What follows belongs to an exercise in optimizing a design on an open flow for small area; a production flow would make more cautious choices.
Function was checked by simulation only, so behaviour that the tests miss may differ from the original.

==> inputs of run a <==
==> flow/design.v (excerpt) <==
module synth_engine(
    input clk,
    input rst_n,
    input audio_sync,
    input [4:0] out_gain,
    output [10:0] reg_addr,
    input [31:0] reg_rdata,
    output [10:0] ph_raddr,
    input [23:0] ph_rdata,
    output [10:0] ph_waddr,
    output [23:0] ph_wdata,
    output ph_we,
    output [15:0] out_data,
    output out_valid
    );
reg [10:0] cnt;
reg run;
reg v;                  
reg [4:0] gain_frame;   
reg [4:0] gain_out;     
wire cnt_last = &cnt;
always @(posedge clk) begin
    if (!rst_n) begin
        cnt <= 11'd0;
        run <= 1'b0;
        v <= 1'b0;
    end else begin
        v <= run;
        if (audio_sync) begin
            cnt <= 11'd0;
            run <= 1'b1;
        end else begin
            cnt <= cnt + {10'd0, run};
            if (cnt_last) run <= 1'b0;
        end
    end
end
always @(posedge clk) begin
    if (audio_sync) gain_frame <= out_gain;
    if (run & cnt_last) gain_out <= gain_frame;
end
assign reg_addr = cnt;
assign ph_raddr = cnt;
reg [21:0] pn1_q2;
reg v_q2;
reg signed [13:0] z_5_q3;
reg signed [9:0] z_9_q4;
reg pos_5_q4;
reg pos_4_q3;
reg pos_4_q4;
reg pos_3_q3;
reg pos_3_q4;
reg pos_2_q3;
reg pos_2_q4;
reg pos_1_q3;
reg pos_1_q4;
reg pos_0_q3;
reg pos_0_q4;
reg pos_6_q4;
reg pos_7_q4;
reg signed [19:0] x_8_q5;
reg signed [19:0] y_8_q5;
reg pos_8_q4;
reg pos_8_q5;
reg pos_9_q5;
reg pos_10_q5;
reg signed [19:0] x_11_q6;
reg signed [19:0] y_11_q6;
reg pos_11_q5;
reg pos_11_q6;
reg pos_12_q5;
reg pos_12_q6;
reg signed [19:0] x_13_q7;
reg signed [19:0] y_13_q7;
reg pos_13_q5;
reg pos_13_q6;
reg pos_13_q7;
reg pos_14_q5;
reg pos_14_q6;
reg pos_14_q7;
reg pos_15_q5;
reg pos_15_q6;
reg pos_15_q7;
reg signed [15:0] sin_m_q8;
reg flip_q3;
reg flip_q4;
reg flip_q5;
reg flip_q6;
reg flip_q7;
reg flip_q8;
reg [13:0] g_q2;
reg [13:0] g_q3;
reg [13:0] g_q4;
reg [13:0] g_q5;
reg [13:0] g_q6;
reg [13:0] g_q7;
reg [13:0] g_q8;
reg v_q3;
reg v_q4;
reg v_q5;
reg v_q6;
reg v_q7;
reg v_q8;
reg first_q3;
reg first_q4;
reg first_q5;
reg first_q6;
reg first_q7;
reg first_q8;
reg last_q3;
reg last_q4;
reg last_q5;
reg last_q6;
reg last_q7;
reg last_q8;
always @(posedge clk) begin
    pn1_q2 <= pn1;
    z_5_q3 <= z_5;
    z_9_q4 <= z_9;
    pos_5_q4 <= pos_5;
    pos_4_q3 <= pos_4;
    pos_4_q4 <= pos_4_q3;
    pos_3_q3 <= pos_3;
    pos_3_q4 <= pos_3_q3;
    pos_2_q3 <= pos_2;
  ...
export LEC_CHECK = 0
export CAP_MARGIN = 0
export CORE_MARGIN = 2
export CORE_UTILIZATION = 72
export CTS_CLUSTER_DIAMETER = 70
export CTS_CLUSTER_SIZE = 35
export SLEW_MARGIN = 0
create_clock -name core_clock -period 10.0 [get_ports {clk}]
run.sh (not shown) runs the stock make flow with config.mk's settings and CLKGATE_MAP_FILE= SYNTH_SCRIPT=/design/flow/synth_recipe.tcl, a recipe that flattens the netlist after the stock synthesis.
==> run b (differences from run a) <==
- CORE_UTILIZATION: 72 -> 65
- CTS_CLUSTER_DIAMETER: 70 -> 80
- CTS_CLUSTER_SIZE: 35 -> 30
==> comparison table <==
quantity                                                                            run b                    run a
Status                                                            complete, no violations  complete, no violations
GR met2 Demand/Resource                                                             53.8%                    61.2%
Met1 routed wirelength after detailed routing                                    45500 um                 44600 um
Final weighted congestion of routability-driven global placement                    0.983                    0.979
Upper clock frequency limit                                                     0.106 GHz                0.107 GHz
Final setup skew                                                                0.0267 ns                0.0264 ns
Global-route met3 utilization                                                       3.29%                    3.45%
Minimum clock period after layout                                                 9.40 ns                  9.38 ns
Insertion delay to the later sink of the worst-skew pair                          0.63 ns                  0.62 ns
Die area                                                                      70000 sq um              63300 sq um
Multi-input gate share of total cell area                                           69.1%                    69.2%
Count of clock buffers in the final design                                             33                       30
Non-clock buffer share of cell area                                                 4.14%                    4.08%
1st-iter DRT viols                                                                   2471                     2996
Detailed route wirelength on metal2                                              52000 um                 53500 um
Antenna fix cells                                                                       0                        1
Number of tap cells inserted                                                          873                      782

-- static timing again, ports no longer ideal --
How much do the figures lean on ideal ports? The routed layouts below were timed once more, with nothing changed but the port constraints.
Step 1 (the two cells are an assumption about what drives the block):
set clk [get_ports {clk}]
set_driving_cell -lib_cell sky130_fd_sc_hd__clkbuf_16 $clk
set_driving_cell -lib_cell sky130_fd_sc_hd__buf_2 [delete_from_list [all_inputs] $clk]
Step 2, shift: input delay + t, output delay - t, t = (earliest + latest rising clock arrival at the registers) / 2. This alone moves slack from input paths to output paths.
a / b / c = no drivers / after step 1 / after step 2; a / b = the first two.
run | shift t [ns] | slack for setup (ns) | worst data-port slew with drivers (ns)
run a | 0.681 | 0.624 / 0.662 / -0.019 | 0.07
run b | 0.684 | 0.603 / 0.647 / -0.038 | 0.07
Met with ideal ports but missed after step 2: setup timing in run a and run b. The setup slack of run a, which loses most, moves by +0.038 ns with the drivers and by -0.643 ns with both steps.
